What follows belongs to an exercise in optimizing a design on an open flow for small area, a short achievable clock period and few clock cycles; a production flow would make more cautious choices.
Only simulation tests tie the RTL to the original design; equivalence was not proved.
No activity file was given, so power comes from the tool's default toggle rates.

==> design.v <==
module CHIP (	mem_read_D,
				mem_write_D,
				mem_addr_D,
				mem_rdata_D,
				mem_wdata_D,
				mem_ready_D,
				mem_read_I,
				mem_write_I,
				mem_addr_I,
				mem_rdata_I,
				mem_wdata_I,
				mem_ready_I,
				clk,
				rst_n,
				DCACHE_addr,
				DCACHE_wdata,
				DCACHE_wen
				);
output			mem_read_I;
output			mem_write_I;
output	[31:4]	mem_addr_I;
input	[127:0]	mem_rdata_I;
output	[127:0]	mem_wdata_I;
input			mem_ready_I;
output			mem_read_D;
output			mem_write_D;
output	[31:4]	mem_addr_D;
input	[127:0]	mem_rdata_D;
output	[127:0]	mem_wdata_D;
input			mem_ready_D;
input			clk, rst_n;
output	[29:0]	DCACHE_addr;
output	[31:0]	DCACHE_wdata;
output			DCACHE_wen;
integer i, j;
reg  [13:0] pc;
reg         id_v;              
reg  [31:0] id_ins;
reg  [13:0] id_pc4;
reg  [31:0] id_rs_oh, id_rt_oh;  
reg         ex_wr, ex_ld, ex_st, ex_beq, ex_jr;
reg         id_rp, ex_rp;      
reg  [13:0] ras;               
reg  [4:0]  ex_rd;
reg  [31:0] ex_a;              
reg  [31:0] ex_b;              
reg         ex_sub;            
reg         ex_s_add, ex_s_and, ex_s_or, ex_s_xor, ex_s_nor, ex_s_sll, ex_s_srl,
            ex_s_slt, ex_s_link;
reg  [13:0] ex_pc4;
reg  [13:0] ex_bt;             
reg  [13:0] ex_addr;           
reg         w_wr;
reg  [4:0]  w_rd;
reg  [31:0] w_d;               
reg  [13:2] w_addr;            
reg  [31:0] w_sd;              
reg         st_q;              
reg  [31:0] rf [0:31];
reg  [31:0] rf_ok;             
wire        dstall;            
wire        lu;                
wire        redir;             
reg  [127:0] ic_data [0:5];        
reg  [8:0]  ic_tag [0:5];
reg  [5:0]  ic_val;
reg  [1:0]  ic_age [0:5];          
reg         iq_v;                  
reg  [9:0]  iq_line;
reg         ib_busy;               
reg  [9:0]  ib_line;
wire [9:0]  pc_line = pc[13:4];
reg  [9:0]  nx_line;               
reg  [5:0]  ih, inh;               
reg  [5:0]  iv;                    
reg  [5:0]  iv_q;                  
reg  [5:0]  iv_old;
reg  [31:0] if_ins;
reg  [17:0] if_nx;                 
always @(*) begin
	for (i = 0; i < 6; i = i + 1) begin
		ih[i] = ((i / 3) == pc_line[0]) & ic_val[i] & (ic_tag[i] == pc_line[9:1]);
		inh[i] = ((i / 3) == nx_line[0]) & ic_val[i] & (ic_tag[i] == nx_line[9:1]);
		iv_old[i] = ((i / 3) == iq_line[0]) & (ic_age[i] == 2'd2);
	end
	iv = 6'd0;
	if (iq_line[0]) begin
		if (~ic_val[3]) iv[3] = 1'b1;
		else if (~ic_val[4]) iv[4] = 1'b1;
		else if (~ic_val[5]) iv[5] = 1'b1;
		else iv[5:3] = iv_old[5:3];
	end else begin
		if (~ic_val[0]) iv[0] = 1'b1;
		else if (~ic_val[1]) iv[1] = 1'b1;
		else if (~ic_val[2]) iv[2] = 1'b1;
		else iv[2:0] = iv_old[2:0];
	end
	if_ins = 32'd0;
	if_nx = 18'd0;
	for (i = 0; i < 6; i = i + 1)
		for (j = 0; j < 4; j = j + 1) begin
			if_ins = if_ins | ({32{ih[i] & (pc[3:2] == j)}} & ic_data[i][32*j +: 32]);
			if (j < 3)
				if_nx = if_nx | ({18{ih[i] & (pc[3:2] == j)}} & {ic_data[i][32*j+63 -: 6], ic_data[i][32*j+43 -: 12]});
		end
end
wire        if_hit = |ih;
wire        ic_nhit = |inh;
wire        ib_fill = ib_busy & mem_ready_I;
wire        i_acc = iq_v & (~ib_busy | mem_ready_I);
wire        iq_pc = iq_v & (iq_line == pc_line);
wire        iq_nx = iq_v & (iq_line == nx_line);
wire        i_have_pc = if_hit | (ib_busy & (ib_line == pc_line)) | (iq_pc & (~ib_busy | mem_ready_I));
wire        i_have_nx = ic_nhit | (ib_busy & (ib_line == nx_line)) | (iq_nx & (~ib_busy | mem_ready_I));
assign mem_read_I = iq_v;
assign mem_addr_I = {18'd0, iq_line};
assign mem_write_I = 1'b0;
assign mem_wdata_I = 128'd0;
reg         i_acc_q;               
reg  [5:0]  iu;
reg  [1:0]  iu_age;
always @(*) begin
	iu = i_acc_q ? iv_q : ih;
	iu_age = 2'd0;
	for (i = 0; i < 6; i = i + 1)
		if (iu[i])
			iu_age = iu_age | ic_age[i];
end
wire        iu_set = i_acc_q ? ib_line[0] : pc_line[0];
always @(posedge clk or negedge rst_n) begin
	if (~rst_n) begin
		ic_val <= 6'd0;
		for (i = 0; i < 6; i = i + 1)
			ic_age[i] <= i % 3;
		ib_busy <= 1'b0;
		iq_v <= 1'b0;
		i_acc_q <= 1'b0;
	end else begin
		i_acc_q <= i_acc;
		ic_val <= (ic_val | ({6{ib_fill}} & iv_q)) & ~({6{i_acc}} & iv);
		if (|iu)
			for (i = 0; i < 6; i = i + 1)
				if ((i / 3) == iu_set) begin
					if (iu[i])
						ic_age[i] <= 2'd0;
					else if (ic_age[i] < iu_age)
						ic_age[i] <= ic_age[i] + 2'd1;
				end
		if (i_acc)
			ib_busy <= 1'b1;
		else if (mem_ready_I)
			ib_busy <= 1'b0;
		iq_v <= ~i_have_pc | ~i_have_nx;
	end
end
always @(posedge clk) begin
	iq_line <= ~i_have_pc ? pc_line : nx_line;
	nx_line <= pc_line + 10'd1;
	if (i_acc) begin
		ib_line <= iq_line;
		iv_q <= iv;
	end
	for (i = 0; i < 6; i = i + 1) begin
		if (i_acc & iv[i])
			ic_tag[i] <= iq_line[9:1];
		if (ib_busy & iv_q[i])
			ic_data[i] <= mem_rdata_I;
	end
end
localparam DN = 2;                 
localparam DNB = 1;                
localparam PF = 1;                 
localparam PFW = 3;                
reg  [31:0] dc_data [0:DN*4-1];    
reg  [9:0]  dc_tag [0:DN-1];
reg  [DN-1:0] dc_val, dc_dirty;
reg  [DNB-1:0] dc_age [0:DN-1];    
reg         dq_rd, dq_wr;          
reg  [9:0]  dq_line;
reg  [127:0] dq_wdata;
reg         wb_pend;               
reg  [9:0]  wb_line;
reg         db_busy;               
reg         db_rd;                 
reg         f_pend;                
reg  [9:0]  f_line;
reg  [DN-1:0] f_oh;                
reg         f_st;                  
reg  [1:0]  f_word;
reg  [31:0] f_data;
reg         f_ld;                  
reg         f_arm;                 
reg         d_req_q;               
wire [9:0]  m_line = ex_addr[13:4];
wire [1:0]  m_word = ex_addr[3:2];
wire [9:0]  ex_nline = m_line + 10'd1;  
wire        m_mem = ex_ld | ex_st;
reg  [DN-1:0] dh, dnh, v_oh;
reg  [DNB-1:0] h_age;
reg  [31:0] m_cw;
reg  [127:0] v_line;
reg  [9:0]  v_tag;
reg         v_found;
always @(*) begin
	h_age = 0;
	m_cw = 32'd0;
	for (i = 0; i < DN; i = i + 1) begin
		dh[i] = dc_val[i] & (dc_tag[i] == m_line);
		dnh[i] = dc_val[i] & (dc_tag[i] == ex_nline);
		if (dh[i]) h_age = h_age | dc_age[i];
		m_cw = m_cw | ({32{dh[i]}} & dc_data[i*4 + m_word]);
	end
	v_oh = 0;
	v_found = 1'b0;
	for (i = 0; i < DN; i = i + 1)
		if (~v_found & ~dc_val[i]) begin v_oh[i] = 1'b1; v_found = 1'b1; end
	for (i = 0; i < DN; i = i + 1)
		if (~v_found & (dc_age[i] == DN - 1) & ~dh[i]) begin v_oh[i] = 1'b1; v_found = 1'b1; end
	for (i = 0; i < DN; i = i + 1)
		if (~v_found & (dc_age[i] == DN - 2)) begin v_oh[i] = 1'b1; v_found = 1'b1; end
	v_line = 128'd0;
	v_tag = 10'd0;
	for (i = 0; i < DN; i = i + 1) begin
		v_line = v_line | ({128{f_oh[i]}} & {dc_data[i*4+3], dc_data[i*4+2], dc_data[i*4+1], dc_data[i*4]});
		v_tag = v_tag | ({10{f_oh[i]}} & dc_tag[i]);
	end
end
wire        dc_hit_w = |dh;
wire        dc_hit = dc_hit_w;
wire        dc_vdirty = |(v_oh & dc_val & dc_dirty);
wire        d_acc = (dq_rd | dq_wr) & (~db_busy | mem_ready_D);
wire        d_rdy = db_busy & db_rd;   
wire        d_fill = d_rdy & mem_ready_D;
wire        d_conf = f_pend & |(dh & f_oh);
wire        d_hitok = dc_hit & ~d_conf;
wire        d_free = ~f_pend & ~dq_rd & ~dq_wr;
wire        d_issue = d_free & m_mem & ~dc_hit;
wire        d_pf = (PF != 0) & d_free & ex_ld & d_hitok & (m_word >= PFW) & ~(|dnh);
wire        d_req = d_issue | d_pf;
wire        d_fwd = f_arm & mem_ready_D;
wire        d_go_early = ~m_mem | d_hitok | (d_issue & ex_st);
assign      dstall = ~(d_go_early | (f_arm & mem_ready_D));
assign mem_read_D  = dq_rd;
assign mem_write_D = dq_wr;
assign mem_addr_D  = {18'd0, dq_line};
assign mem_wdata_D = dq_wdata;
wire [31:0] m_fw = mem_rdata_D[32*m_word +: 32];
wire        m_stw = ex_st & d_hitok;
reg  [31:0] dw_sd [0:DN-1];        
reg  [DN*4-1:0] dw_st;             
reg  [DN*4-1:0] dw_en;
always @(*) begin
	for (i = 0; i < DN; i = i + 1) begin
		dw_sd[i] = (f_pend & f_oh[i]) ? f_data : ex_b;
		for (j = 0; j < 4; j = j + 1) begin
			dw_st[i*4+j] = (f_pend & f_oh[i]) ? (f_st & (f_word == j)) : (m_word == j);
			dw_en[i*4+j] = (m_stw & dh[i] & (m_word == j)) | (d_rdy & f_oh[i]);
		end
	end
end
wire        dage_upd = d_fill | (m_mem & d_hitok);
reg  [DN-1:0] du;
reg  [DNB-1:0] du_age;
always @(*) begin
	du = d_fill ? f_oh : dh;
	du_age = 0;
	for (i = 0; i < DN; i = i + 1)
		if (du[i]) du_age = du_age | dc_age[i];
end
always @(posedge clk or negedge rst_n) begin
	if (~rst_n) begin
		dc_val <= 0;
		dc_dirty <= 0;
		for (i = 0; i < DN; i = i + 1)
			dc_age[i] <= i;
		dq_rd <= 1'b0;
		dq_wr <= 1'b0;
		wb_pend <= 1'b0;
		db_busy <= 1'b0;
		f_pend <= 1'b0;
		f_ld <= 1'b0;
		f_arm <= 1'b0;
		d_req_q <= 1'b0;
	end else begin
		d_req_q <= d_req;
		if (d_acc & dq_rd & f_ld)
			f_arm <= 1'b1;
		else if (mem_ready_D)
			f_arm <= 1'b0;
		if (d_req) begin
			dq_rd <= 1'b1;
			wb_pend <= dc_vdirty;
			f_pend <= 1'b1;
			f_ld <= d_issue & ex_ld;
		end else if (d_acc) begin
			dq_rd <= 1'b0;
			dq_wr <= dq_rd & wb_pend;
			wb_pend <= 1'b0;
		end
		if (d_acc)
			db_busy <= 1'b1;
		else if (mem_ready_D)
			db_busy <= 1'b0;
		if (d_fill) begin
			dc_val <= dc_val | f_oh;
			dc_dirty <= (dc_dirty & ~f_oh) | ({DN{f_st}} & f_oh) | ({DN{m_stw}} & dh);
			f_pend <= 1'b0;
			f_ld <= 1'b0;
		end else if (m_stw)
			dc_dirty <= dc_dirty | dh;
		if (dage_upd)
			for (i = 0; i < DN; i = i + 1) begin
				if (du[i])
					dc_age[i] <= 0;
				else if (dc_age[i] < du_age)
					dc_age[i] <= dc_age[i] + 1'b1;
			end
	end
end
always @(posedge clk) begin
	if (d_acc)
		db_rd <= dq_rd;
	if (d_req_q) begin
		dq_wdata <= v_line;
		wb_line <= v_tag;
	end
	if (d_req) begin
		dq_line <= d_issue ? m_line : ex_nline;
		f_line <= d_issue ? m_line : ex_nline;
		f_oh <= v_oh;
		f_st <= d_issue & ex_st;
		f_word <= m_word;
		f_data <= ex_b;
	end else if (d_acc)
		dq_line <= d_req_q ? v_tag : wb_line;
	for (i = 0; i < DN*4; i = i + 1)
		if (dw_en[i])
			dc_data[i] <= dw_st[i] ? dw_sd[i / 4] : mem_rdata_D[32*(i % 4) +: 32];
	for (i = 0; i < DN; i = i + 1)
		if (d_fill & f_oh[i])
			dc_tag[i] <= f_line;
end
assign DCACHE_wen = st_q;
assign DCACHE_addr = {18'd0, w_addr};
assign DCACHE_wdata = w_sd;
wire        if_j = (if_ins[31:26] == 6'h02) | (if_ins[31:26] == 6'h03);
wire        if_fold = (pc[3:2] != 2'd3) & (if_nx[17:12] == 6'h02);
wire        if_link = (if_ins[31:26] == 6'h03) | ((if_ins[31:26] == 6'h00) & (if_ins[5:0] == 6'h09));
wire        if_ret = (if_ins[31:26] == 6'h00) & (if_ins[5:0] == 6'h08) & (if_ins[25:21] == 5'd31);
wire [13:0] pc4 = pc + 14'd4;
wire [5:0]  op = id_ins[31:26];
wire [4:0]  rs = id_ins[25:21];
wire [4:0]  rt = id_ins[20:16];
wire [4:0]  rd = id_ins[15:11];
wire [5:0]  fn = id_ins[5:0];
wire        is_r = (op == 6'h00);
wire        is_nop = (id_ins == 32'd0);
wire        is_jr = is_r & ((fn == 6'h08) | (fn == 6'h09));
wire        is_jalr = is_r & (fn == 6'h09);
wire        is_jal = (op == 6'h03);
wire        is_j = (op == 6'h02);
wire        is_beq = (op == 6'h04);
wire        is_lw = (op == 6'h23);
wire        is_sw = (op == 6'h2B);
wire        d_wr = id_v & ~(is_beq | is_j | (is_r & (fn == 6'h08)) | is_sw | is_nop);
wire [4:0]  d_rd = (is_jal | is_jalr) ? 5'd31 : is_r ? rd : rt;
wire        f_sub  = is_r & (fn == 6'h22);
wire        f_and  = (is_r & (fn == 6'h24)) | (op == 6'h0C);
wire        f_or   = (is_r & (fn == 6'h25)) | (op == 6'h0D);
wire        f_xor  = (is_r & (fn == 6'h26)) | (op == 6'h0E);
wire        f_nor  = is_r & (fn == 6'h1B);
wire        f_sll  = is_r & (fn == 6'h00);
wire        f_srl  = is_r & ((fn == 6'h02) | (fn == 6'h03));
wire        f_slt  = (is_r & (fn == 6'h2A)) | (op == 6'h0A);
wire        f_link = is_jal | is_jalr;
wire        id_sub = f_sub | f_slt;
wire        f_add  = ~(f_sub | f_and | f_or | f_xor | f_nor | f_sll | f_srl | f_slt | f_link | is_lw);
wire        byp_a = w_wr & (w_rd == rs);
wire        byp_b = w_wr & (w_rd == rt);
wire [31:0] rs_oh = id_rs_oh & rf_ok;
wire [31:0] rt_oh = id_rt_oh & rf_ok;
reg  [31:0] rf_ra, rf_rb;
always @(*) begin
	rf_ra = 32'd0;
	rf_rb = 32'd0;
	for (i = 0; i < 32; i = i + 1) begin
		rf_ra = rf_ra | ({32{rs_oh[i]}} & rf[i]);
		rf_rb = rf_rb | ({32{rt_oh[i]}} & rf[i]);
	end
end
wire [31:0] rf_a = byp_a ? w_d : rf_ra;
wire [31:0] rf_b = byp_b ? w_d : rf_rb;
wire        fwd_a = ex_wr & (ex_rd == rs);
wire        fwd_b = ex_wr & (ex_rd == rt);
wire        use_imm = ~is_r & ~is_sw & ~is_beq;
wire [31:0] id_imm = {{16{id_ins[15]}}, id_ins[15:0]};
assign      lu = id_v & (((is_lw | is_sw) & ex_wr & (ex_rd == rs)) | (f_arm & (fwd_a | fwd_b)));
wire [13:0] id_addr = byp_a ? w_d[13:0] + id_ins[13:0] : rf_ra[13:0] + id_ins[13:0];
wire [31:0] fa = ex_a;
wire [31:0] fb = ex_b;
wire [31:0] o2 = ex_b;
wire [31:0] ad_b = o2 ^ {32{ex_sub}};
reg  [31:0] ad_g, ad_p, ad_s;
integer lv;
always @(*) begin
	ad_g = fa & ad_b;
	ad_p = fa ^ ad_b;
	ad_g[0] = ad_g[0] | (ad_p[0] & ex_sub);
	for (lv = 1; lv < 32; lv = lv * 2)
		for (i = 31; i >= lv; i = i - 1) begin
			ad_g[i] = ad_g[i] | (ad_p[i] & ad_g[i-lv]);
			ad_p[i] = ad_p[i] & ad_p[i-lv];
		end
	ad_s = (fa ^ ad_b) ^ {ad_g[30:0], ex_sub};
end
wire        sh_big = |fb[31:5];
wire [31:0] sh_l = fa << fb[4:0];
wire [31:0] sh_r = fa >> fb[4:0];
wire [31:0] ex_res_c =
	({32{ex_s_add}}  & ad_s) |
	({32{ex_s_and}}  & (fa & o2)) |
	({32{ex_s_or}}   & (fa | o2)) |
	({32{ex_s_xor}}  & (fa ^ o2)) |
	({32{ex_s_nor}}  & ~(fa | o2)) |
	({32{ex_s_sll & ~sh_big}} & sh_l) |
	({32{ex_s_srl & ~sh_big}} & sh_r) |
	({32{ex_s_slt}}  & {31'd0, ~ad_g[31]}) |
	({32{ex_s_link}} & {18'd0, ex_pc4}) |
	({32{ex_ld}}     & m_cw);
wire [31:0] ex_res = ex_res_c | ({32{f_arm}} & m_fw);
wire        ex_taken = (ex_beq & (fa == fb)) | (ex_jr & ~(ex_rp & (fa[13:0] == ex_pc4)));
wire [13:0] ex_tgt = ex_jr ? fa[13:0] : ex_bt;
assign      redir = ex_taken & ~dstall;
wire        id_hold = dstall | lu;
always @(posedge clk or negedge rst_n) begin
	if (~rst_n) begin
		pc <= 14'd0;
		id_v <= 1'b0;
		ex_wr <= 1'b0; ex_ld <= 1'b0; ex_st <= 1'b0; ex_beq <= 1'b0; ex_jr <= 1'b0;
		id_rp <= 1'b0; ex_rp <= 1'b0;
		ras <= 14'd0;
		w_wr <= 1'b0;
		st_q <= 1'b0;
		rf_ok <= 32'd0;
	end else begin
		if (redir) begin
			pc <= ex_tgt;
			id_v <= 1'b0;
		end else if (~id_hold) begin
			if (if_hit) begin
				pc <= if_j ? {if_ins[11:0], 2'b00} : if_ret ? ras : if_fold ? {if_nx[11:0], 2'b00} : pc4;
				id_v <= 1'b1;
				id_rp <= if_ret;
				if (if_link)
					ras <= pc4;
			end else
				id_v <= 1'b0;
		end
		if (~dstall) begin
			if (lu | redir) begin
				ex_wr <= 1'b0; ex_ld <= 1'b0; ex_st <= 1'b0; ex_beq <= 1'b0; ex_jr <= 1'b0;
			end else begin
				ex_wr <= d_wr;
				ex_ld <= id_v & is_lw;
				ex_st <= id_v & is_sw;
				ex_beq <= id_v & is_beq;
				ex_jr <= id_v & is_jr;
				ex_rp <= id_rp;
			end
		end
		w_wr <= ~dstall & ex_wr;
		st_q <= ~dstall & ex_st;
		if (w_wr)
			rf_ok[w_rd] <= 1'b1;
	end
end
always @(posedge clk) begin
	if (~id_hold & ~redir & if_hit) begin
		id_ins <= if_ins;
		id_rs_oh <= 32'd1 << if_ins[25:21];
		id_rt_oh <= 32'd1 << if_ins[20:16];
		id_pc4 <= if_ret ? ras : pc4;
	end
	if (~dstall) begin
		ex_rd <= d_rd;
		ex_a <= ({32{fwd_a}} & ex_res_c) | ({32{~fwd_a}} & rf_a);
		ex_b <= ({32{use_imm}} & id_imm) | ({32{~use_imm & fwd_b}} & ex_res_c) | ({32{~use_imm & ~fwd_b}} & rf_b);
		ex_sub <= id_sub;
		ex_s_add <= f_add | f_sub;
		ex_s_and <= f_and;
		ex_s_or <= f_or;
		ex_s_xor <= f_xor;
		ex_s_nor <= f_nor;
		ex_s_sll <= f_sll;
		ex_s_srl <= f_srl;
		ex_s_slt <= f_slt;
		ex_s_link <= f_link;
		ex_pc4 <= id_pc4;
		ex_bt <= id_pc4 + {id_ins[11:0], 2'b00};
		ex_addr <= id_addr;
	end
	w_rd <= ex_rd;
	w_d <= ex_res;
	w_addr <= ex_addr[13:2];
	w_sd <= ex_b;
	if (w_wr)
		rf[w_rd] <= w_d;
end
endmodule
==> flow/run.sh <==
#!/bin/bash
# Layout flow: the standard ORFS flow (standard.sh, standard synthesis
# unchanged; config.mk's settings come in through config.mk), with three
# layout settings changed:
#  - timing repair aims for 8 ns of setup slack, so it keeps sizing and
#    buffering the critical paths well below the 12 ns clock period;
#  - cell sizing may swap cells of any footprint (the platform default only
#    allows swaps between cells of the same footprint);
#  - the port buffers are sky130_fd_sc_hd__buf_2 instead of delay buffers.
# make's full output goes to flow_make.log; every ORFS step also keeps its own
# log under orfs/logs/.
set -euo pipefail
cd "$(dirname "$0")/.."
bash standard.sh \
  SETUP_SLACK_MARGIN=8.0 \
  MATCH_CELL_FOOTPRINT=0 \
  "BUFFER_PORTS_ARGS=-buffer_cell sky130_fd_sc_hd__buf_2" \
  finish > flow_make.log 2>&1
==> standard.sh <==
#!/bin/bash
# synth_recipe.tcl (not shown) runs the flow's synth.tcl, then flattens the netlist and writes it again
# the make line also repeats each setting of config.mk as NAME=value (left out here)
make -C /OpenROAD-flow-scripts/flow DESIGN_CONFIG=/design/flow/config.mk WORK_HOME=/design/flow/orfs CLKGATE_MAP_FILE= SYNTH_SCRIPT=/design/flow/synth_recipe.tcl "${@:-finish}"
==> config.mk <==
export PLATFORM = sky130hd
export DESIGN_NAME = CHIP
export DESIGN_NICKNAME = CHIP
export VERILOG_FILES = /design/flow/design.v
export SDC_FILE = /design/flow/constraint.sdc
export NUM_CORES = 8
export LEC_CHECK = 0
export CAP_MARGIN = 20
export CORE_MARGIN = 2
export CORE_UTILIZATION = 60
export CTS_BUF_LIST = sky130_fd_sc_hd__clkbuf_16
export CTS_CLUSTER_DIAMETER = 80
export CTS_CLUSTER_SIZE = 20
export SLEW_MARGIN = 20
==> constraint.sdc <==
create_clock -name core_clock -period 12.0 [get_ports {clk}]
set_input_delay 2.4000 -clock core_clock [delete_from_list [all_inputs] [get_ports {clk}]]
set_output_delay 2.4000 -clock core_clock [all_outputs]
set_load 0.01 [all_outputs]
==> run_summary.xml, run 1 <==
<?xml version="1.0" encoding="UTF-8"?>
<metrics>
  <group name="setup_path">
    <metric name="critPathKind" unit="">reg -&gt; reg</metric>
    <metric name="worst_r2r_path_depth" unit="">3</metric>
    <metric name="worst_path_maximum_fanout" unit="">17</metric>
    <metric name="endpoint_type_of_the_worst_setup_path" unit="">register</metric>
    <metric name="r2r_setup_slack" unit="ps">7680</metric>
    <metric name="timing.critical_path.required" unit="ps">12500</metric>
    <metric name="destination_of_the_worst_register_to_register_timing_path" unit="">rf[18][27]$_DFFE_PP_</metric>
    <metric name="critical_path.reg2reg.startpoint" unit="">w_wr$_DFF_PN0_</metric>
    <metric name="critical_path_arrival" unit="ps">4820</metric>
    <metric name="start_kind" unit="">register</metric>
  </group>
  <group name="yosys">
    <metric name="syn-mean-instance-area" unit="µm²">13.5</metric>
    <metric name="synth_area" unit="µm²">126000</metric>
    <metric name="synth.largest_area_cell" unit="">sky130_fd_sc_hd__edfxtp_1</metric>
    <metric name="yosys.area.top_type_share" unit="">0.607</metric>
    <metric name="synth_cell_type_count" unit="">100</metric>
    <metric name="synth_enable_flop_cells" unit="">2551</metric>
    <metric name="ys.warnings.count" unit="">8</metric>
    <metric name="synth_top_flop_cell" unit="">sky130_fd_sc_hd__edfxtp_1</metric>
    <metric name="synth_sequential_area_ratio" unit="">0.645</metric>
    <metric name="syn_inst" unit="">9352</metric>
    <metric name="synth-seq-cells" unit="">2767</metric>
    <metric name="synth.top_cells.by_area" unit="">sky130_fd_sc_hd__edfxtp_1, sky130_fd_sc_hd__a22oi_1, sky130_fd_sc_hd__a22o_1, sky130_fd_sc_hd__a221oi_1, sky130_fd_sc_hd__mux4_2</metric>
    <metric name="synth.most_common_cell" unit="">sky130_fd_sc_hd__edfxtp_1</metric>
    <metric name="ys_top_cells_by_count" unit="">sky130_fd_sc_hd__edfxtp_1, sky130_fd_sc_hd__a22oi_1, sky130_fd_sc_hd__nor2_1</metric>
    <metric name="async_flop_share" unit="">0.0379</metric>
  </group>
  <group name="min_path">
    <metric name="hold-path-endpoint" unit="">ex_bt[0]$_DFFE_PN_</metric>
    <metric name="timing.hold.worst_path_depth" unit="">0</metric>
    <metric name="holdCritStartpoint" unit="">id_pc4[0]$_DFFE_PP_</metric>
    <metric name="hold_removal_path_class" unit="">reg -&gt; reg</metric>
  </group>
  <group name="sta">
    <metric name="slew_violations" unit="">0</metric>
    <metric name="worst_clock_skew" unit="ps">78.1</metric>
    <metric name="period_needed" unit="ps">4320</metric>
    <metric name="timing.slew.headroom" unit="">0.145</metric>
    <metric name="period_share" unit="">0.360</metric>
    <metric name="fin_setup_tns" unit="ps">0</metric>
    <metric name="timing_hold_violations_final" unit="">0</metric>
    <metric name="worst_slew_pin_slew" unit="ps">1280</metric>
    <metric name="final_setup_violation_count" unit="">0</metric>
    <metric name="grt_setup_unrepaired" unit="">true</metric>
    <metric name="fmaxAchievable" unit="GHz">0.231</metric>
  </group>
  <group name="place">
    <metric name="detailed_place_hpwl" unit="µm">318000</metric>
    <metric name="placed_area" unit="µm²">132000</metric>
    <metric name="port_buffer_count" unit="">455</metric>
    <metric name="gp_congestion" unit="">1.02</metric>
  </group>
  <group name="power_and_ir_drop">
    <metric name="total_switching_power" unit="W">0.0111</metric>
    <metric name="p_sw_frac" unit="">0.377</metric>
    <metric name="power_report.internal_total" unit="W">0.0184</metric>
    <metric name="leakage" unit="nW">48.9</metric>
    <metric name="share_seq_of_total_power" unit="">0.471</metric>
    <metric name="vdd_ir_drop_max" unit="mV">0.358</metric>
    <metric name="clockPowerShare" unit="">0.200</metric>
    <metric name="power.density_cell_area" unit="nW/µm²">209</metric>
    <metric name="power_share_of_the_combinational_group" unit="">0.328</metric>
    <metric name="power.total" unit="W">0.0295</metric>
  </group>
  <group name="route">
    <metric name="finalWirelength" unit="µm">526000</metric>
    <metric name="detailedRoute.firstIterationViolations" unit="">21695</metric>
    <metric name="drc" unit="">0</metric>
    <metric name="avgViaCountPerCell" unit="">7.83</metric>
    <metric name="via_count" unit="">99961</metric>
    <metric name="route.detailed.wl_per_inst" unit="µm">41.2</metric>
    <metric name="antenna_violating_nets_post_route" unit="">0</metric>
    <metric name="drt_pass1_iterations" unit="">14</metric>
  </group>
  <group name="global_route">
    <metric name="gr-usage-met3" unit="">0.181</metric>
    <metric name="grt_start_max_net_pins" unit="">82</metric>
    <metric name="grt_use_total" unit="">0.470</metric>
    <metric name="grt_overflow" unit="">0</metric>
    <metric name="grt_util_met2" unit="">0.658</metric>
    <metric name="number_of_global_route_vias_before_repair" unit="">93034</metric>
    <metric name="globalRouteMet1Util" unit="">0.613</metric>
    <metric name="grt_antenna_before_repair" unit="">50</metric>
    <metric name="global_route_wire_length_before_repair" unit="µm">713000</metric>
    <metric name="layer_with_the_highest_usage" unit="">met2</metric>
  </group>
  <group name="status">
    <metric name="status" unit="">finished clean</metric>
  </group>
  <group name="clock_tree">
    <metric name="number_of_sinks_on_the_clock_net" unit="">2767</metric>
    <metric name="postCtsHoldBufs" unit="">0</metric>
    <metric name="clk_transition_reported_paths" unit="ps">90</metric>
    <metric name="maximum_level_of_the_cts_h_tree" unit="">4</metric>
    <metric name="worst_skew_pair.late_latency" unit="ps">910</metric>
    <metric name="cts.root.buffer_cell" unit="">sky130_fd_sc_hd__clkbuf_16</metric>
    <metric name="tritoncts" unit="">done</metric>
    <metric name="cts_inserted_buffers" unit="">163</metric>
    <metric name="cts_buffer_depth" unit="">3</metric>
  </group>
  <group name="floorplanning">
    <metric name="die_area" unit="µm²">214000</metric>
    <metric name="std_cell_rows" unit="">168</metric>
    <metric name="die-height" unit="µm">463</metric>
    <metric name="die-width" unit="µm">463</metric>
    <metric name="core_area" unit="µm²">209000</metric>
    <metric name="floorplan.initialDensity" unit="">0.603</metric>
    <metric name="top_level_ports" unit="">639</metric>
  </group>
  <group name="job">
    <metric name="timing.max_cap.violations" unit="">0</metric>
  </group>
  <group name="final_layout">
    <metric name="total_number_of_nets_in_the_final_design" unit="">10218</metric>
    <metric name="syn_to_final_growth" unit="%">11.8</metric>
    <metric name="post_route_cells_drive_above_1_share" unit="">0.175</metric>
    <metric name="final_cell_area" unit="µm²">141000</metric>
  </group>
</metrics>
-- cells in the final DEF (no fill, tap or decap), types with 41 or more instances in the layout --
cell type / n
sky130_fd_sc_hd__xnor2_1: 159
sky130_fd_sc_hd__a22oi_1: 1004
sky130_fd_sc_hd__nor2_1: 519
sky130_fd_sc_hd__mux2_2: 66
sky130_fd_sc_hd__buf_4: 347
sky130_fd_sc_hd__o211ai_1: 57
sky130_fd_sc_hd__inv_1: 239
sky130_fd_sc_hd__buf_12: 54
sky130_fd_sc_hd__a22o_1: 405
sky130_fd_sc_hd__xor2_1: 131
sky130_fd_sc_hd__a221oi_1: 271
sky130_fd_sc_hd__conb_1: 183
sky130_fd_sc_hd__nand4_1: 400
sky130_fd_sc_hd__nor4_1: 50
sky130_fd_sc_hd__mux4_2: 112
sky130_fd_sc_hd__edfxtp_1: 2551
sky130_fd_sc_hd__nand3_1: 151
sky130_fd_sc_hd__mux2i_1: 171
sky130_fd_sc_hd__ha_1: 132
sky130_fd_sc_hd__nor2_4: 41
sky130_fd_sc_hd__nor3_1: 88
sky130_fd_sc_hd__buf_2: 454
sky130_fd_sc_hd__o21ai_0: 240
sky130_fd_sc_hd__dfrtp_1: 89
sky130_fd_sc_hd__a21oi_1: 387
sky130_fd_sc_hd__dfxtp_1: 89
sky130_fd_sc_hd__a21o_1: 52
sky130_fd_sc_hd__clkbuf_16: 192
sky130_fd_sc_hd__nand2_1: 388
-- worst max-delay path: stages, from the launching register on --
cell and delay [ps]:
sky130_fd_sc_hd__dfrtp_1 1130, sky130_fd_sc_hd__nand2_1 840, sky130_fd_sc_hd__nor2_4 1210, sky130_fd_sc_hd__buf_4 690
-- routing by layer --
layer,vias to the layer above,share of wire
met4,50,0.088
met2,10624,0.41
li1,38007,-
met5,-,0.0013
met1,48545,0.33
met3,2735,0.17
-- final cells by class --
type                    instances  area, µm²
multi-input cells            5770      42900
clock buffers                 167       4180
flip-flops and latches       2767      81500
repair buffers                940       7480
fillers                     15035      68200
well taps                    2805       3510
inverters                     172        678
repair inverters                1       5.00
clock inverters               108        721
diodes                         34       85.1
-- stage by stage --
stage / hold WS [ps] / utilization / cells / worst slack [ps]
final: 441 / 0.674 / 12764 / 7680
after CTS: 438 / 0.664 / 12623 / 7870
after global placement: 423 / 0.628 / 12234 / 6520
after detailed placement: 417 / 0.628 / 12234 / 6410
after global routing: 447 / 0.674 / 12742 / 7770
after floorplan: 346 / - / 9534 / 7050
-- worst max path at each step --
stage | startpoint | end | slack (ps) | cells past startpoint
global route | w_wr$_DFF_PN0_ | ex_addr[13]$_DFFE_PN_ | 7770 | 15
global placement | mem_ready_D | id_rs_oh[17]$_SDFFCE_PP0P_ | 6520 | 6
CTS | rf_ok[2]$_DFFE_PN0P_ | ex_addr[13]$_DFFE_PN_ | 7870 | 16
detailed placement | mem_ready_D | id_rt_oh[17]$_SDFFCE_PN0P_ | 6410 | 6
finish | w_wr$_DFF_PN0_ | rf[18][27]$_DFFE_PP_ | 7680 | 3
floorplan | mem_ready_D | id_ins[0]$_DFFE_PP_ | 7050 | 4
-- sequential cells by signal, summed over array words and instances, names as in the netlist, 32 cells and up --
signal,cells
ic_data,768
id_rs_oh,32
ex_b,32
w_d,32
f_data,32
dq_wdata,128
dc_data,256
rf,1024
ex_a,32
w_sd,32
ic_tag,54
id_ins,32
rf_ok,32
id_rt_oh,32
-- power by group through the flow --
stage | Combinational, W | Sequential, W | Clock, W
floorplan | 0.00505 | 0.0136 | 0
global placement | 0.00820 | 0.0140 | 0
detailed placement | 0.00831 | 0.0141 | 0
CTS | 0.00872 | 0.0138 | 0.00586
global route | 0.00990 | 0.0140 | 0.00618
finish | 0.00967 | 0.0139 | 0.00591
-- logic make-up after synthesis --
group / Yosys count / synth area share
AO/OA/AOI/OAI: 2723 / 0.157
multiplexers: 379 / 0.0421
adder cells (fa/ha/maj): 143 / 0.0143
AND/OR/NAND/NOR: 2013 / 0.0821
buffers and inverters: 1001 / 0.0365
flip-flops: 2767 / 0.645
XOR/XNOR: 325 / 0.0226
other: 1 / 0.0000297
-- timing repair --
action                     in CTS  in global routing
setup buffers                  99                 90
pin swaps                      49                 72
setup endpoints to repair     634                249
resized for setup             349                235
gates cloned                   15                 15
Testbench counts, summed over its fixed seeds: cycles 76,391.
==> run 2, diff against run 1 <==
--- a/config.mk
+++ b/config.mk
@@ -14 +14,2 @@
 export SLEW_MARGIN = 20
+export TNS_END_PERCENT = 20
==> run 2 against run 1 <==
Net effect: worst hold slack worse by 3.2 ps; worst setup slack better by 53 ps; flip-flop and latch count stayed put; critical endpoint is now mem_addr_I[12].
==> run_summary.xml, run 2 <==
<?xml version="1.0" encoding="UTF-8"?>
<metrics>
  <group name="status">
    <metric name="status" unit="">finished clean</metric>
  </group>
  <group name="power_and_ir_drop">
    <metric name="leakage" unit="nW">48.3</metric>
    <metric name="vdd_ir_drop_max" unit="mV">0.220</metric>
    <metric name="power.density_cell_area" unit="nW/µm²">208</metric>
  </group>
  <group name="final_layout">
    <metric name="final_cell_area" unit="µm²">140000</metric>
    <metric name="final-seq-area" unit="µm²">81500</metric>
    <metric name="mostFrequentLayoutCells" unit="">sky130_fd_sc_hd__edfxtp_1, sky130_fd_sc_hd__a22oi_1, sky130_fd_sc_hd__nor2_1</metric>
    <metric name="post_route_cells_drive_above_1_share" unit="">0.161</metric>
    <metric name="largest_registers" unit="">rf x1024, ic_data x768, dc_data x256</metric>
    <metric name="largest_register_ffs" unit="">1024</metric>
    <metric name="syn_to_final_growth" unit="%">10.8</metric>
    <metric name="total_number_of_nets_in_the_final_design" unit="">10138</metric>
    <metric name="mostFrequentLayoutCell" unit="">sky130_fd_sc_hd__edfxtp_1</metric>
    <metric name="multi_input_comb_area" unit="µm²">42500</metric>
    <metric name="fill_cells" unit="">15104</metric>
    <metric name="top_register" unit="">rf</metric>
  </group>
  <group name="yosys">
    <metric name="syn_inst" unit="">9352</metric>
    <metric name="synth_sequential_area_ratio" unit="">0.645</metric>
    <metric name="syn-mean-instance-area" unit="µm²">13.5</metric>
    <metric name="synth_area" unit="µm²">126000</metric>
    <metric name="synth.most_common_cell" unit="">sky130_fd_sc_hd__edfxtp_1</metric>
    <metric name="ys_top_cells_by_count" unit="">sky130_fd_sc_hd__edfxtp_1, sky130_fd_sc_hd__a22oi_1, sky130_fd_sc_hd__nor2_1</metric>
    <metric name="yosys.area.top_type_share" unit="">0.607</metric>
    <metric name="ys.warnings.count" unit="">8</metric>
    <metric name="synth_enable_flop_cells" unit="">2551</metric>
    <metric name="synth_cell_type_count" unit="">100</metric>
    <metric name="synth_top_flop_cell" unit="">sky130_fd_sc_hd__edfxtp_1</metric>
    <metric name="synth.largest_area_cell" unit="">sky130_fd_sc_hd__edfxtp_1</metric>
    <metric name="async_flop_share" unit="">0.0379</metric>
    <metric name="synth-seq-cells" unit="">2767</metric>
    <metric name="synth.top_cells.by_area" unit="">sky130_fd_sc_hd__edfxtp_1, sky130_fd_sc_hd__a22oi_1, sky130_fd_sc_hd__a22o_1, sky130_fd_sc_hd__a221oi_1, sky130_fd_sc_hd__mux4_2</metric>
  </group>
  <group name="sta">
    <metric name="slew_violations" unit="">0</metric>
    <metric name="timing_hold_violations_final" unit="">0</metric>
    <metric name="timing.slew.headroom" unit="">0.188</metric>
    <metric name="worst_clock_skew" unit="ps">50.1</metric>
    <metric name="period_share" unit="">0.356</metric>
    <metric name="grt_setup_unrepaired" unit="">true</metric>
    <metric name="final_setup_violation_count" unit="">0</metric>
    <metric name="worst_slew_pin_slew" unit="ps">1210</metric>
    <metric name="fin_setup_tns" unit="ps">0</metric>
    <metric name="period_needed" unit="ps">4270</metric>
    <metric name="fmaxAchievable" unit="GHz">0.234</metric>
  </group>
  <group name="place">
    <metric name="port_buffer_count" unit="">455</metric>
    <metric name="detailed_place_hpwl" unit="µm">310000</metric>
    <metric name="placed_area" unit="µm²">131000</metric>
    <metric name="gp_congestion" unit="">1.00</metric>
  </group>
  <group name="floorplanning">
    <metric name="floorplan.initialDensity" unit="">0.603</metric>
    <metric name="top_level_ports" unit="">639</metric>
    <metric name="std_cell_rows" unit="">168</metric>
    <metric name="core_area" unit="µm²">209000</metric>
    <metric name="die-width" unit="µm">463</metric>
    <metric name="die_area" unit="µm²">214000</metric>
    <metric name="die-height" unit="µm">463</metric>
  </group>
  <group name="setup_path">
    <metric name="top_delay_family_on_crit_path" unit="">flip-flops</metric>
    <metric name="crit_path_top_delay_cell" unit="">sky130_fd_sc_hd__dfxtp_1</metric>
    <metric name="start_kind" unit="">register</metric>
    <metric name="worst_r2r_path_depth" unit="">11</metric>
    <metric name="timing.critical_path.required" unit="ps">9600</metric>
    <metric name="critPathKind" unit="">reg -&gt; out</metric>
    <metric name="destination_of_the_worst_register_to_register_timing_path" unit="">ex_addr[11]$_DFFE_PN_</metric>
    <metric name="critical_path_arrival" unit="ps">1870</metric>
    <metric name="worst_path_maximum_fanout" unit="">10</metric>
    <metric name="worst_setup_path_startpoint" unit="">iq_line[8]$_DFF_P_</metric>
    <metric name="endpoint_type_of_the_worst_setup_path" unit="">primary output</metric>
    <metric name="critical_path_cell_count" unit="">1</metric>
    <metric name="r2r_setup_slack" unit="ps">7730</metric>
    <metric name="critical-path-max-stage-delay" unit="ps">750</metric>
    <metric name="critPathCapture" unit="">mem_addr_I[12]</metric>
    <metric name="critPathBufInv" unit="">1</metric>
    <metric name="critical_path.reg2reg.startpoint" unit="">rf_ok[16]$_DFFE_PN0P_</metric>
    <metric name="worstPathCellList" unit="">buf_2</metric>
  </group>
  <group name="clock_tree">
    <metric name="cts_inserted_buffers" unit="">162</metric>
    <metric name="cts_buffer_depth" unit="">3</metric>
    <metric name="clk_transition_reported_paths" unit="ps">90</metric>
    <metric name="number_of_sinks_on_the_clock_net" unit="">2767</metric>
    <metric name="worst_skew_pair.late_latency" unit="ps">870</metric>
    <metric name="cts.root.buffer_cell" unit="">sky130_fd_sc_hd__clkbuf_16</metric>
    <metric name="tritoncts" unit="">done</metric>
    <metric name="postCtsHoldBufs" unit="">0</metric>
    <metric name="maximum_level_of_the_cts_h_tree" unit="">4</metric>
  </group>
  <group name="route">
    <metric name="antenna_violating_nets_post_route" unit="">0</metric>
    <metric name="via_count" unit="">98919</metric>
    <metric name="finalWirelength" unit="µm">523000</metric>
    <metric name="route.detailed.wl_per_inst" unit="µm">41.3</metric>
    <metric name="avgViaCountPerCell" unit="">7.80</metric>
    <metric name="detailedRoute.firstIterationViolations" unit="">21528</metric>
    <metric name="drt_pass1_iterations" unit="">13</metric>
    <metric name="drc" unit="">0</metric>
  </group>
  <group name="global_route">
    <metric name="grt_overflow" unit="">0</metric>
    <metric name="number_of_global_route_vias_before_repair" unit="">92969</metric>
    <metric name="grt_antenna_before_repair" unit="">37</metric>
    <metric name="global_route_wire_length_before_repair" unit="µm">718000</metric>
    <metric name="grt_use_total" unit="">0.475</metric>
    <metric name="grt_start_max_net_pins" unit="">94</metric>
  </group>
  <group name="job">
    <metric name="timing.max_cap.violations" unit="">0</metric>
  </group>
  <group name="min_path">
    <metric name="hold_removal_path_class" unit="">reg -&gt; reg</metric>
  </group>
</metrics>
## run 2: cell families (layout without fill, tap and decap cells)
group | Yosys count | after routing | share of synthesized area
compound gates | 2723 | 2723 | 0.157
fa+ha+maj | 143 | 143 | 0.0143
xor+xnor | 325 | 325 | 0.0226
mux | 379 | 379 | 0.0421
simple gates | 2013 | 2015 | 0.0821
flops | 2767 | 2767 | 0.645
other cells | 1 | 218 | 0.0000297
buf+inv | 1001 | 1308 | 0.0365
## run 2: per-layer routing
metal / GRT usage / wire, µm / vias up / part of all wire
met2: 0.665 / 216000 / 10435 / 0.41
met1: 0.615 / 175000 / 47988 / 0.33
li1: - / - / 37832 / -
met5: 0.00178 / 372 / - / 0.00071
met4: 0.312 / 46000 / 38 / 0.088
met3: 0.185 / 86200 / 2626 / 0.16
## run 2: power breakdown
group	switching [W]	internal, W
clock network	0.00327	0.00255
registers	0.00137	0.0126
logic	0.00632	0.00299
## run 2: repair_timing
item | in CTS | in global routing
setup endpoints to repair | 570 | 378
gates cloned | 27 | 3
pin swaps | 47 | 8
setup buffers | 115 | 6
gates resized for setup | 421 | 49
## run 2: worst min path at each step
stage                               start                     end  slack, ps  cells past startpoint
floorplan           ex_addr[10]$_DFFE_PN_      w_addr[10]$_DFF_P_        350                      0
global placement      f_line[9]$_DFFE_PN_  dc_tag[1][9]$_DFFE_PP_        420                      0
detailed placement    id_pc4[1]$_DFFE_PP_      ex_bt[1]$_DFFE_PN_        420                      0
CTS                   id_pc4[1]$_DFFE_PP_      ex_bt[1]$_DFFE_PN_        440                      0
global route          id_pc4[1]$_DFFE_PP_      ex_bt[1]$_DFFE_PN_        450                      0
finish                id_pc4[1]$_DFFE_PP_      ex_bt[1]$_DFFE_PN_        440                      0
## run 2: through the flow
step	total power, W	hold WS [ps]	worst slack (ps)	utilization	std cells
5_1_grt	0.0297	455	7710	0.668	12663
6_report	0.0291	438	7730	0.668	12683
4_1_cts	0.0285	436	7520	0.666	12638
3_5_place_dp	0.0223	420	6240	0.628	12224
3_3_place_gp	0.0222	424	6270	0.628	12224
2_1_floorplan	0.0186	346	7050	-	9534
## run 2: final cells by class
cell class                 count  share of cell area
multi-input combinational   5768               0.304
sequential                  2767               0.583
tap                         2805              0.0251
inverter                     172             0.00474
clock inverter               108             0.00496
antenna                       35            0.000626
timing repair inverter         2           0.0000895
clock buffer                 164              0.0293
timing repair buffer         862              0.0486
==> run 3, diff against run 2 <==
--- a/design.v
+++ b/design.v
@@ -190,4 +190,2 @@
 reg  [31:0] f_data;
-reg         f_ld;                  
-reg         f_arm;                 
 reg         d_req_q;               
@@ -239,5 +237,3 @@
 wire        d_req = d_issue | d_pf;
-wire        d_fwd = f_arm & mem_ready_D;
-wire        d_go_early = ~m_mem | d_hitok | (d_issue & ex_st);
-assign      dstall = ~(d_go_early | (f_arm & mem_ready_D));
+assign      dstall = m_mem & ~d_hitok & ~(d_issue & ex_st);
 assign mem_read_D  = dq_rd;
@@ -246,3 +242,2 @@
 assign mem_wdata_D = dq_wdata;
-wire [31:0] m_fw = mem_rdata_D[32*m_word +: 32];
 wire        m_stw = ex_st & d_hitok;
@@ -280,4 +275,2 @@
 		f_pend <= 1'b0;
-		f_ld <= 1'b0;
-		f_arm <= 1'b0;
 		d_req_q <= 1'b0;
@@ -285,6 +278,2 @@
 		d_req_q <= d_req;
-		if (d_acc & dq_rd & f_ld)
-			f_arm <= 1'b1;
-		else if (mem_ready_D)
-			f_arm <= 1'b0;
 		if (d_req) begin
@@ -293,3 +282,2 @@
 			f_pend <= 1'b1;
-			f_ld <= d_issue & ex_ld;
 		end else if (d_acc) begin
@@ -307,3 +295,2 @@
 			f_pend <= 1'b0;
-			f_ld <= 1'b0;
 		end else if (m_stw)
@@ -379,4 +366,4 @@
 wire        byp_b = w_wr & (w_rd == rt);
-wire [31:0] rs_oh = id_rs_oh & rf_ok;
-wire [31:0] rt_oh = id_rt_oh & rf_ok;
+wire        ok_a = |(id_rs_oh & rf_ok);
+wire        ok_b = |(id_rt_oh & rf_ok);
 reg  [31:0] rf_ra, rf_rb;
@@ -386,8 +373,8 @@
 	for (i = 0; i < 32; i = i + 1) begin
-		rf_ra = rf_ra | ({32{rs_oh[i]}} & rf[i]);
-		rf_rb = rf_rb | ({32{rt_oh[i]}} & rf[i]);
+		rf_ra = rf_ra | ({32{id_rs_oh[i]}} & rf[i]);
+		rf_rb = rf_rb | ({32{id_rt_oh[i]}} & rf[i]);
 	end
 end
-wire [31:0] rf_a = byp_a ? w_d : rf_ra;
-wire [31:0] rf_b = byp_b ? w_d : rf_rb;
+wire [31:0] rf_a = ({32{byp_a}} & w_d) | ({32{~byp_a & ok_a}} & rf_ra);
+wire [31:0] rf_b = ({32{byp_b}} & w_d) | ({32{~byp_b & ok_b}} & rf_rb);
 wire        fwd_a = ex_wr & (ex_rd == rs);
@@ -396,4 +383,5 @@
 wire [31:0] id_imm = {{16{id_ins[15]}}, id_ins[15:0]};
-assign      lu = id_v & (((is_lw | is_sw) & ex_wr & (ex_rd == rs)) | (f_arm & (fwd_a | fwd_b)));
-wire [13:0] id_addr = byp_a ? w_d[13:0] + id_ins[13:0] : rf_ra[13:0] + id_ins[13:0];
+assign      lu = id_v & (is_lw | is_sw) & ex_wr & (ex_rd == rs);
+wire [13:0] id_addr = byp_a ? w_d[13:0] + id_ins[13:0] :
+                      ok_a ? rf_ra[13:0] + id_ins[13:0] : id_ins[13:0];
 wire [31:0] fa = ex_a;
@@ -429,3 +417,3 @@
 	({32{ex_ld}}     & m_cw);
-wire [31:0] ex_res = ex_res_c | ({32{f_arm}} & m_fw);
+wire [31:0] ex_res = ex_res_c;
 wire        ex_taken = (ex_beq & (fa == fb)) | (ex_jr & ~(ex_rp & (fa[13:0] == ex_pc4)));
==> run 3 against run 2 <==
Net effect: design area is 1.2% higher; routed wire length is 3.0% higher; total power is 8.9% lower; flip-flop and latch count is 2 lower; largest cell class unchanged; via count is 3.2% higher; utilization is 0.96 points higher; still clean; clock power hardly changed; non-clock buffer count is 200 higher; first-iteration DRC count is 12% higher; largest power group unchanged.
==> run_summary.xml, run 3 <==
<?xml version="1.0" encoding="UTF-8"?>
<metrics>
  <group name="power_and_ir_drop">
    <metric name="power.density_cell_area" unit="nW/µm²">187</metric>
    <metric name="vdd_ir_drop_max" unit="mV">0.181</metric>
    <metric name="leakage" unit="nW">49.3</metric>
  </group>
  <group name="setup_path">
    <metric name="timing.critical_path.required" unit="ps">12640</metric>
    <metric name="worst_setup_path_startpoint" unit="">id_rs_oh[25]$_SDFFCE_PP0P_</metric>
    <metric name="critical_path.reg2reg.startpoint" unit="">id_rs_oh[25]$_SDFFCE_PP0P_</metric>
    <metric name="worstPathCellList" unit="">buf_4 &gt; buf_4 &gt; a22oi_1 &gt; nand4_1 &gt; or4_4 &gt; ha_1 &gt; and4_1 &gt; a221o_1 &gt; o2111a_1 &gt; o41a_1 &gt; a31o_2 &gt; xor2_1 &gt; mux2i_1 &gt; mux2i_2</metric>
    <metric name="start_kind" unit="">register</metric>
    <metric name="critPathBufInv" unit="">2</metric>
    <metric name="crit_top_cell" unit="">sky130_fd_sc_hd__buf_4</metric>
    <metric name="top_delay_family_on_crit_path" unit="">compound AO/OA/AOI/OAI gates</metric>
    <metric name="worst_path_maximum_fanout" unit="">21</metric>
    <metric name="critical-path-max-stage-delay" unit="ps">470</metric>
    <metric name="critical_path_arrival" unit="ps">5250</metric>
    <metric name="critPathKind" unit="">reg -&gt; reg</metric>
    <metric name="endpoint_type_of_the_worst_setup_path" unit="">register</metric>
    <metric name="crit_path_top_delay_cell" unit="">sky130_fd_sc_hd__or4_4</metric>
  </group>
  <group name="final_layout">
    <metric name="largest_register_ffs" unit="">1024</metric>
    <metric name="instances_no_fill" unit="">12898</metric>
    <metric name="mostFrequentLayoutCells" unit="">sky130_fd_sc_hd__edfxtp_1, sky130_fd_sc_hd__a22oi_1, sky130_fd_sc_hd__nor2_1</metric>
    <metric name="syn_to_final_growth" unit="%">12.6</metric>
    <metric name="post_route_cells_drive_above_1_share" unit="">0.179</metric>
    <metric name="top_register" unit="">rf</metric>
    <metric name="largest_registers" unit="">rf x1024, ic_data x768, dc_data x256</metric>
    <metric name="mostFrequentLayoutCell" unit="">sky130_fd_sc_hd__edfxtp_1</metric>
    <metric name="fill_cells" unit="">14812</metric>
    <metric name="total_number_of_nets_in_the_final_design" unit="">10377</metric>
  </group>
  <group name="clock_tree">
    <metric name="worst_skew_pair.late_latency" unit="ps">900</metric>
    <metric name="maximum_level_of_the_cts_h_tree" unit="">4</metric>
    <metric name="clk_transition_reported_paths" unit="ps">90</metric>
    <metric name="postCtsHoldBufs" unit="">0</metric>
    <metric name="number_of_sinks_on_the_clock_net" unit="">2765</metric>
    <metric name="tritoncts" unit="">done</metric>
    <metric name="cts_buffer_depth" unit="">3</metric>
    <metric name="cts.root.buffer_cell" unit="">sky130_fd_sc_hd__clkbuf_16</metric>
    <metric name="cts_inserted_buffers" unit="">163</metric>
  </group>
  <group name="yosys">
    <metric name="ys.warnings.count" unit="">8</metric>
    <metric name="synth_area" unit="µm²">126000</metric>
    <metric name="syn_inst" unit="">9358</metric>
    <metric name="synth.most_common_cell" unit="">sky130_fd_sc_hd__edfxtp_1</metric>
    <metric name="synth_cell_type_count" unit="">94</metric>
    <metric name="syn-mean-instance-area" unit="µm²">13.4</metric>
    <metric name="ys_top_cells_by_count" unit="">sky130_fd_sc_hd__edfxtp_1, sky130_fd_sc_hd__a22oi_1, sky130_fd_sc_hd__nor2_1</metric>
    <metric name="synth_enable_flop_cells" unit="">2551</metric>
    <metric name="yosys.area.top_type_share" unit="">0.609</metric>
    <metric name="synth_sequential_area_ratio" unit="">0.648</metric>
    <metric name="synth.largest_area_cell" unit="">sky130_fd_sc_hd__edfxtp_1</metric>
    <metric name="synth_top_flop_cell" unit="">sky130_fd_sc_hd__edfxtp_1</metric>
    <metric name="synth.top_cells.by_area" unit="">sky130_fd_sc_hd__edfxtp_1, sky130_fd_sc_hd__a22oi_1, sky130_fd_sc_hd__a22o_1, sky130_fd_sc_hd__dfrtp_1, sky130_fd_sc_hd__nor2_1</metric>
    <metric name="async_flop_share" unit="">0.0373</metric>
    <metric name="synth-seq-cells" unit="">2765</metric>
  </group>
  <group name="route">
    <metric name="via_count" unit="">102117</metric>
    <metric name="detailroute.wirelength.met3" unit="µm">96600</metric>
    <metric name="route.detailed.wl_per_inst" unit="µm">41.8</metric>
    <metric name="antenna_violating_nets_post_route" unit="">0</metric>
    <metric name="drc" unit="">0</metric>
    <metric name="route.met2.wl" unit="µm">216000</metric>
    <metric name="m1WireLength" unit="µm">178000</metric>
    <metric name="avgViaCountPerCell" unit="">7.92</metric>
    <metric name="detailedRoute.firstIterationViolations" unit="">24052</metric>
    <metric name="top_signal_layer_used" unit="">met5</metric>
    <metric name="finalWirelength" unit="µm">539000</metric>
    <metric name="drt_pass1_iterations" unit="">15</metric>
  </group>
  <group name="sta">
    <metric name="worst_slew_pin_slew" unit="ps">1360</metric>
    <metric name="period_needed" unit="ps">4610</metric>
    <metric name="fmaxAchievable" unit="GHz">0.217</metric>
    <metric name="grt_setup_unrepaired" unit="">true</metric>
    <metric name="final_setup_violation_count" unit="">0</metric>
    <metric name="timing_hold_violations_final" unit="">0</metric>
    <metric name="slew_violations" unit="">0</metric>
    <metric name="worst_clock_skew" unit="ps">61.1</metric>
    <metric name="timing.slew.headroom" unit="">0.0843</metric>
    <metric name="period_share" unit="">0.384</metric>
    <metric name="fin_setup_tns" unit="ps">0</metric>
    <metric name="setup_ws" unit="ps">7390</metric>
  </group>
  <group name="job">
    <metric name="timing.max_cap.violations" unit="">0</metric>
  </group>
  <group name="min_path">
    <metric name="holdCritStartpoint" unit="">id_pc4[1]$_DFFE_PP_</metric>
    <metric name="hold_removal_path_class" unit="">reg -&gt; reg</metric>
  </group>
  <group name="status">
    <metric name="status" unit="">finished clean</metric>
  </group>
  <group name="place">
    <metric name="dp_cells" unit="">12319</metric>
    <metric name="detailedPlace.worstSlack" unit="ps">6110</metric>
    <metric name="gp_congestion" unit="">1.04</metric>
    <metric name="detailed_place_hpwl" unit="µm">319000</metric>
    <metric name="port_buffer_count" unit="">455</metric>
  </group>
  <group name="floorplanning">
    <metric name="top_level_ports" unit="">639</metric>
    <metric name="die_area" unit="µm²">213000</metric>
    <metric name="die-width" unit="µm">462</metric>
    <metric name="std_cell_rows" unit="">168</metric>
    <metric name="die-height" unit="µm">462</metric>
    <metric name="floorplan.initialDensity" unit="">0.602</metric>
    <metric name="core_area" unit="µm²">209000</metric>
  </group>
  <group name="global_route">
    <metric name="grt_antenna_before_repair" unit="">59</metric>
    <metric name="grt_use_total" unit="">0.490</metric>
    <metric name="global_route_wire_length_before_repair" unit="µm">727000</metric>
    <metric name="number_of_global_route_vias_before_repair" unit="">94289</metric>
    <metric name="grt_start_max_net_pins" unit="">88</metric>
    <metric name="grt_overflow" unit="">0</metric>
  </group>
</metrics>
-- run 3: cells by family after synthesis --
| logic type | Yosys count | share of synthesized area |
|---|---|---|
| buffers and inverters | 973 | 0.0352 |
| other | 1 | 0.0000298 |
| xor gates and xnor gates | 331 | 0.0231 |
| AOI/OAI and AO/OA | 2776 | 0.162 |
| adders and majority gates | 155 | 0.0155 |
| and+or+nand+nor | 2037 | 0.0813 |
| muxes | 320 | 0.0356 |
| DFF | 2765 | 0.648 |
-- run 3: area by class of cell --
cell class / instances / area (µm²) / area share
sequential: 2765 / 81500 / 0.575
multi-input combinational: 5807 / 42900 / 0.303
timing repair buffer: 1062 / 8150 / 0.0575
clock buffer: 166 / 4150 / 0.0293
tap: 2805 / 3510 / 0.0248
inverter: 162 / 633 / 0.00447
clock inverter: 93 / 629 / 0.00445
antenna: 37 / 92.6 / 0.000654
timing repair inverter: 1 / 7.51 / 0.0000530
-- run 3: final timing paths --
kind	endpoint	slack (ps)	depth (start not counted)
min in group asynchronous	ic_age[3][0]$_DFFE_PN0P_	1490	1
hold / removal	ex_bt[1]$_DFFE_PN_	430	0
setup reg to reg	ex_addr[12]$_DFFE_PN_	7390	14
setup / recovery	ex_addr[12]$_DFFE_PN_	7390	14
max in group asynchronous	rf_ok[8]$_DFFE_PN0P_	8970	2
hold reg to reg	ex_bt[1]$_DFFE_PN_	430	0
-- run 3: layer usage --
layer | global-route usage | up-vias
met1 | 0.633 | 49384
met5 | 0.00679 | -
met4 | 0.315 | 76
li1 | - | 38371
met3 | 0.217 | 2986
met2 | 0.670 | 11300
-- run 3: per-stage QoR --
| step | util | instance area [µm²] | total power [W] | hold WS [ps] |
|---|---|---|---|---|
| final | 0.678 | 142000 | 0.0265 | 427 |
| after global routing | 0.677 | 142000 | 0.0270 | 455 |
| after floorplan | - | 127000 | 0.0169 | 346 |
| after detailed placement | 0.630 | 132000 | 0.0197 | 405 |
| after CTS | 0.669 | 140000 | 0.0258 | 426 |
| after global placement | 0.630 | 132000 | 0.0196 | 413 |
-- run 3: where the power goes --
part | internal [W] | leakage [nW] | switching [W] | total [W]
Clock | 0.00258 | 2.55 | 0.00326 | 0.00584
Combinational | 0.00249 | 20.7 | 0.00493 | 0.00742
Sequential | 0.0121 | 26.0 | 0.00111 | 0.0132
Total | 0.0172 | 49.3 | 0.00930 | 0.0265
-- run 3: repair_timing --
item	4_1_cts	5_1_grt
gates resized for setup	370	169
setup endpoints to repair	612	464
pin swaps	64	42
setup buffers	166	83
endpoints found under the hold margin	0	0
gates cloned	26	8
-- run 3: worst register-to-register path: stages, from the launching register on --
cell and delay, ps:
sky130_fd_sc_hd__edfxtp_1 390, sky130_fd_sc_hd__buf_4 300, sky130_fd_sc_hd__buf_4 430, sky130_fd_sc_hd__a22oi_1 260
sky130_fd_sc_hd__nand4_1 130, sky130_fd_sc_hd__or4_4 470, sky130_fd_sc_hd__ha_1 310, sky130_fd_sc_hd__and4_1 150
sky130_fd_sc_hd__a221o_1 340, sky130_fd_sc_hd__o2111a_1 270, sky130_fd_sc_hd__o41a_1 390, sky130_fd_sc_hd__a31o_2 290
sky130_fd_sc_hd__xor2_1 140, sky130_fd_sc_hd__mux2i_1 120, sky130_fd_sc_hd__mux2i_2 370
Testbench counts of run 3, summed over its fixed seeds: cycles 76,568.

port drivers added, routing unchanged:
No port has a modelled driver above. Below, the same layouts with a new extraction and two added sets of constraints. Step 1 sets driving cells, clkbuf_16 on the clock port and buf_2 on the other inputs (assumed; they add their load-dependent delay and slew). Step 2, shift: input delay + t, output delay - t, t = (earliest + latest rising clock arrival at the registers) / 2. This alone moves slack from input paths to output paths. Slacks: no drivers / after step 1 / after step 2; pairs: no drivers / after step 1.
run | shift t [ns] | setup slack, ns | hold WS [ns] | worst setup path at the end
run 1 | 0.962 | 7.680 / 7.680 / 7.373 | 0.441 / 0.441 / 0.441 | input to register
run 2 | 0.961 | 7.733 / 7.619 / 7.445 | 0.438 / 0.438 / 0.438 | input to register
run 3 | 0.965 | 7.393 / 7.393 / 7.393 | 0.427 / 0.427 / 0.427 | register to register
After both steps every run listed still meets setup and hold. The setup slack of run 1, which loses most, moves by 0.000 ns with the drivers and by -0.307 ns with both steps.
